What follows belongs to an exercise in optimizing a design on an open flow for small area and a short achievable clock period; a production flow would make more cautious choices. RTL that was checked went through simulation tests only; none was proved equivalent to the original. Power is estimated from default activity; no workload was simulated.

==> inputs of run a <==
// divmodder
module divmodder #(parameter WIDTH = 32, parameter LATENCY = 4) (
  input clock, input reset,
  input [WIDTH-1:0] in1, input [WIDTH-1:0] in2,
  output [WIDTH-1:0] div, output [WIDTH-1:0] mod);
export LEC_CHECK = 0
export ABC_AREA = 1
export CAP_MARGIN = 20
export CORE_MARGIN = 2
export CORE_UTILIZATION = 40
export SLEW_MARGIN = 20
create_clock -name core_clock -period 85.0 [get_ports {clock}]
run.sh (not shown) runs the stock make flow with config.mk's settings and CLKGATE_MAP_FILE= SYNTH_SCRIPT=/design/flow/synth_recipe.tcl, a recipe that flattens the netlist after the stock synthesis.
==> inputs of run b, as changes to run a <==
--- a/flow/design.v
+++ b/flow/design.v
@@ -21,35 +21,35 @@
   wire P1_1 = pg1[1] & pg1[0];
   wire [2:0] bw1 = {G1_1, gg1[0], 1'b0};
   wire [1:0] df1 = ~pg1 ^ bw1[1:0];
   wire ge1 = ~bw1[2] & ~hi1;
   wire [1:0] r2 = ge1 ? df1 : t1;
   wire [1:0] q2 = {q1, ge1};
-  wire [2:0] t2 = {r2, in1[29]};
-  wire hi2 = |in2[31:3];
-  wire [2:0] dd2 = in2[2:0];
+  reg [31:0] s1_d;
+  always @(posedge clock) s1_d <= in2;
+  reg [29:0] s1_a;
+  always @(posedge clock) s1_a <= in1[29:0];
+  reg [1:0] s1_r;
+  always @(posedge clock) s1_r <= r2;
+  reg [1:0] s1_q;
+  always @(posedge clock) s1_q <= q2;
+  wire [2:0] t2 = {s1_r, s1_a[29]};
+  wire hi2 = |s1_d[31:3];
+  wire [2:0] dd2 = s1_d[2:0];
   wire [2:0] pg2 = ~(t2 ^ dd2);
   wire [2:0] gg2 = ~t2 & dd2;
   wire G2_1 = gg2[1] | (pg2[1] & gg2[0]);
   wire P2_1 = pg2[1] & pg2[0];
   wire G2_2 = gg2[2] | (pg2[2] & G2_1);
   wire P2_2 = pg2[2] & P2_1;
   wire [3:0] bw2 = {G2_2, G2_1, gg2[0], 1'b0};
   wire [2:0] df2 = ~pg2 ^ bw2[2:0];
   wire ge2 = ~bw2[3] & ~hi2;
   wire [2:0] r3 = ge2 ? df2 : t2;
-  wire [2:0] q3 = {q2, ge2};
-  reg [31:0] s1_d;
-  always @(posedge clock) s1_d <= in2;
-  reg [28:0] s1_a;
-  always @(posedge clock) s1_a <= in1[28:0];
-  reg [2:0] s1_r;
-  always @(posedge clock) s1_r <= r3;
-  reg [2:0] s1_q;
-  always @(posedge clock) s1_q <= q3;
-  wire [3:0] t3 = {s1_r, s1_a[28]};
+  wire [2:0] q3 = {s1_q, ge2};
+  wire [3:0] t3 = {r3, s1_a[28]};
   wire hi3 = |s1_d[31:4];
   wire [3:0] dd3 = s1_d[3:0];
   wire [3:0] pg3 = ~(t3 ^ dd3);
   wire [3:0] gg3 = ~t3 & dd3;
   wire G3_1 = gg3[1] | (pg3[1] & gg3[0]);
   wire P3_1 = pg3[1] & pg3[0];
@@ -60,13 +60,13 @@
   wire G3_4 = G3_2 | (P3_2 & G3_1);
   wire P3_4 = P3_2 & P3_1;
   wire [4:0] bw3 = {G3_4, G3_3, G3_1, gg3[0], 1'b0};
   wire [3:0] df3 = ~pg3 ^ bw3[3:0];
   wire ge3 = ~bw3[4] & ~hi3;
   wire [3:0] r4 = ge3 ? df3 : t3;
-  wire [3:0] q4 = {s1_q, ge3};
+  wire [3:0] q4 = {q3, ge3};
   wire [4:0] t4 = {r4, s1_a[27]};
   wire hi4 = |s1_d[31:5];
   wire [4:0] dd4 = s1_d[4:0];
   wire [4:0] pg4 = ~(t4 ^ dd4);
   wire [4:0] gg4 = ~t4 & dd4;
   wire G4_1 = gg4[1] | (pg4[1] & gg4[0]);
@@ -391,15 +391,23 @@
   wire P12_22 = P12_17 & P12_16;
   wire [13:0] bw12 = {G12_22, G12_21, G12_20, G12_19, G12_18, G12_16, G12_15, G12_14, G12_13, G12_8, G12_7, G12_1, gg12[0], 1'b0};
   wire [12:0] df12 = ~pg12 ^ bw12[12:0];
   wire ge12 = ~bw12[13] & ~hi12;
   wire [12:0] r13 = ge12 ? df12 : t12;
   wire [12:0] q13 = {q12, ge12};
-  wire [13:0] t13 = {r13, s1_a[18]};
-  wire hi13 = |s1_d[31:14];
-  wire [13:0] dd13 = s1_d[13:0];
+  reg [31:0] s2_d;
+  always @(posedge clock) s2_d <= s1_d;
+  reg [18:0] s2_a;
+  always @(posedge clock) s2_a <= s1_a[18:0];
+  reg [12:0] s2_r;
+  always @(posedge clock) s2_r <= r13;
+  reg [12:0] s2_q;
+  always @(posedge clock) s2_q <= q13;
+  wire [13:0] t13 = {s2_r, s2_a[18]};
+  wire hi13 = |s2_d[31:14];
+  wire [13:0] dd13 = s2_d[13:0];
   wire [13:0] pg13 = ~(t13 ^ dd13);
   wire [13:0] gg13 = ~t13 & dd13;
   wire G13_1 = gg13[1] | (pg13[1] & gg13[0]);
   wire P13_1 = pg13[1] & pg13[0];
   wire G13_2 = gg13[3] | (pg13[3] & gg13[2]);
   wire P13_2 = pg13[3] & pg13[2];
@@ -450,22 +458,14 @@
   wire G13_25 = G13_19 | (P13_19 & G13_17);
   wire P13_25 = P13_19 & P13_17;
   wire [14:0] bw13 = {G13_25, G13_24, G13_23, G13_22, G13_21, G13_20, G13_17, G13_16, G13_15, G13_14, G13_9, G13_8, G13_1, gg13[0], 1'b0};
   wire [13:0] df13 = ~pg13 ^ bw13[13:0];
   wire ge13 = ~bw13[14] & ~hi13;
   wire [13:0] r14 = ge13 ? df13 : t13;
-  wire [13:0] q14 = {q13, ge13};
-  reg [31:0] s2_d;
-  always @(posedge clock) s2_d <= s1_d;
-  reg [17:0] s2_a;
-  always @(posedge clock) s2_a <= s1_a[17:0];
-  reg [13:0] s2_r;
-  always @(posedge clock) s2_r <= r14;
-  reg [13:0] s2_q;
-  always @(posedge clock) s2_q <= q14;
-  wire [14:0] t14 = {s2_r, s2_a[17]};
+  wire [13:0] q14 = {s2_q, ge13};
+  wire [14:0] t14 = {r14, s2_a[17]};
   wire hi14 = |s2_d[31:15];
   wire [14:0] dd14 = s2_d[14:0];
   wire [14:0] pg14 = ~(t14 ^ dd14);
   wire [14:0] gg14 = ~t14 & dd14;
   wire G14_1 = gg14[1] | (pg14[1] & gg14[0]);
   wire P14_1 = pg14[1] & pg14[0];
@@ -524,13 +524,13 @@
   wire G14_28 = G14_21 | (P14_21 & G14_18);
   wire P14_28 = P14_21 & P14_18;
   wire [15:0] bw14 = {G14_28, G14_27, G14_26, G14_25, G14_24, G14_23, G14_22, G14_18, G14_17, G14_16, G14_15, G14_9, G14_8, G14_1, gg14[0], 1'b0};
   wire [14:0] df14 = ~pg14 ^ bw14[14:0];
   wire ge14 = ~bw14[15] & ~hi14;
   wire [14:0] r15 = ge14 ? df14 : t14;
-  wire [14:0] q15 = {s2_q, ge14};
+  wire [14:0] q15 = {q14, ge14};
   wire [15:0] t15 = {r15, s2_a[16]};
   wire hi15 = |s2_d[31:16];
   wire [15:0] dd15 = s2_d[15:0];
   wire [15:0] pg15 = ~(t15 ^ dd15);
   wire [15:0] gg15 = ~t15 & dd15;
   wire G15_1 = gg15[1] | (pg15[1] & gg15[0]);
@@ -2317,23 +2317,15 @@
   wire P30_75 = P30_60 & P30_53;
   wire [31:0] bw30 = {G30_75, G30_74, G30_73, G30_72, G30_71, G30_70, G30_69, G30_68, G30_67, G30_66, G30_65, G30_64, G30_63, G30_62, G30_61, G30_53, G30_52, G30_51, G30_50, G30_49, G30_48, G30_47, G30_46, G30_34, G30_33, G30_32, G30_31, G30_17, G30_16, G30_1, gg30[0], 1'b0};
   wire [30:0] df30 = ~pg30 ^ bw30[30:0];
   wire ge30 = ~bw30[31] & ~hi30;
   wire [30:0] r31 = ge30 ? df30 : t30;
   wire [30:0] q31 = {q30, ge30};
-  reg [31:0] s4_d;
-  always @(posedge clock) s4_d <= s3_d;
-  reg [0:0] s4_a;
-  always @(posedge clock) s4_a <= s3_a[0:0];
-  reg [30:0] s4_r;
-  always @(posedge clock) s4_r <= r31;
-  reg [30:0] s4_q;
-  always @(posedge clock) s4_q <= q31;
-  wire [31:0] t31 = {s4_r, s4_a[0]};
+  wire [31:0] t31 = {r31, s3_a[0]};
   wire hi31 = 1'b0;
-  wire [31:0] dd31 = s4_d[31:0];
+  wire [31:0] dd31 = s3_d[31:0];
   wire [31:0] pg31 = ~(t31 ^ dd31);
   wire [31:0] gg31 = ~t31 & dd31;
   wire G31_1 = gg31[1] | (pg31[1] & gg31[0]);
   wire P31_1 = pg31[1] & pg31[0];
   wire G31_2 = gg31[3] | (pg31[3] & gg31[2]);
   wire P31_2 = pg31[3] & pg31[2];
@@ -2493,11 +2485,16 @@
   wire P31_79 = P31_63 & P31_56;
   wire G31_80 = G31_64 | (P31_64 & G31_56);
   wire P31_80 = P31_64 & P31_56;
   wire [32:0] bw31 = {G31_80, G31_79, G31_78, G31_77, G31_76, G31_75, G31_74, G31_73, G31_72, G31_71, G31_70, G31_69, G31_68, G31_67, G31_66, G31_65, G31_56, G31_55, G31_54, G31_53, G31_52, G31_51, G31_50, G31_49, G31_36, G31_35, G31_34, G31_33, G31_18, G31_17, G31_1, gg31[0], 1'b0};
   wire [31:0] df31 = ~pg31 ^ bw31[31:0];
   wire ge31 = ~bw31[32] & ~hi31;
-  wire [31:0] r32 = ge31 ? df31 : t31;
-  wire [31:0] q32 = {s4_q, ge31};
-  assign div = q32;
-  assign mod = r32;
+  wire [31:0] q32 = {q31, ge31};
+  reg [31:0] s4_t;
+  always @(posedge clock) s4_t <= t31;
+  reg [31:0] s4_df;
+  always @(posedge clock) s4_df <= df31;
+  reg [31:0] s4_q;
+  always @(posedge clock) s4_q <= q32;
+  assign div = s4_q;
+  assign mod = (s4_q[0] ? s4_df : s4_t);
 endmodule
==> flow/flow/run.sh (new file) <==
#!/bin/bash
# The standard layout, with plain buf_1 cells as the port buffers
# (instead of the default delay-buffer cells), and timing repair asked
# to leave a setup margin, so that it speeds up the critical paths.
set -euo pipefail
bash standard.sh "BUFFER_PORTS_ARGS=-buffer_cell sky130_fd_sc_hd__buf_1" "SETUP_SLACK_MARGIN=65" finish > standard.log 2>&1
==> flow/standard.sh (new file) <==
#!/bin/bash
# synth_recipe.tcl (not shown) runs the flow's synth.tcl, then flattens the netlist and writes it again
# the make line also repeats each setting of config.mk as NAME=value (left out here)
make -C /OpenROAD-flow-scripts/flow DESIGN_CONFIG=/design/flow/config.mk WORK_HOME=/design/flow/orfs CLKGATE_MAP_FILE= SYNTH_SCRIPT=/design/flow/synth_recipe.tcl "${@:-finish}"
removed: flow/run.sh
==> notes <==
- Of run a and run b, run a has the higher clock power (gap about 7%, measured against run b).
- Of run b and run a, run b has the higher cell area (gap 7.2%, measured against run a).
- Between run a and run b, the lower die area is in run a (gap about 0.6%, measured against run b).
- Sequential share of layout area: run a is higher than run b (1.1 points).
- Against run a, the worst hold slack of run b is higher by 8.4 ps.
- Of run a and run b, run b has the higher register-to-register slack (gap 4200 ps).
- In run b the sequential cell count is lower than in run a, by 1.
- Utilization: run b is higher than run a (2.7 points).
The RTL of run b was laid out without a check of its function.

## afterwards: timing with drivers on the ports
In the flow no input, the clock included, has a driving cell. The finished layouts below were timed again as built, in two steps. Step 1: set_driving_cell puts a clkbuf_16 on clock and a buf_2 on each other input, an assumption about the parent block. Step 2 moves the port delays by t, midway between the first and last clock arrival at a register: inputs arrive t later, outputs are due t later. That takes back most of the time a late clock gives input paths. a / b / c = ideal ports / drivers / drivers and shift; a / b = the first two.
run	t, ns	setup slack, ns	latest minus earliest clock arrival (ns)	worst register clock-pin slew, ns	pins driven straight from the clock port
run a	0.645	61.945 / 61.945 / 61.945	0.024 / 0.023	0.07 / 0.07	1
run b	0.668	65.415 / 65.453 / 64.785	0.049 / 0.048	0.08 / 0.08	1
After both steps setup and hold are still met in every run listed. For run b, which loses most, drivers alone change the setup slack by +0.038 ns; drivers and shift together by -0.630 ns.
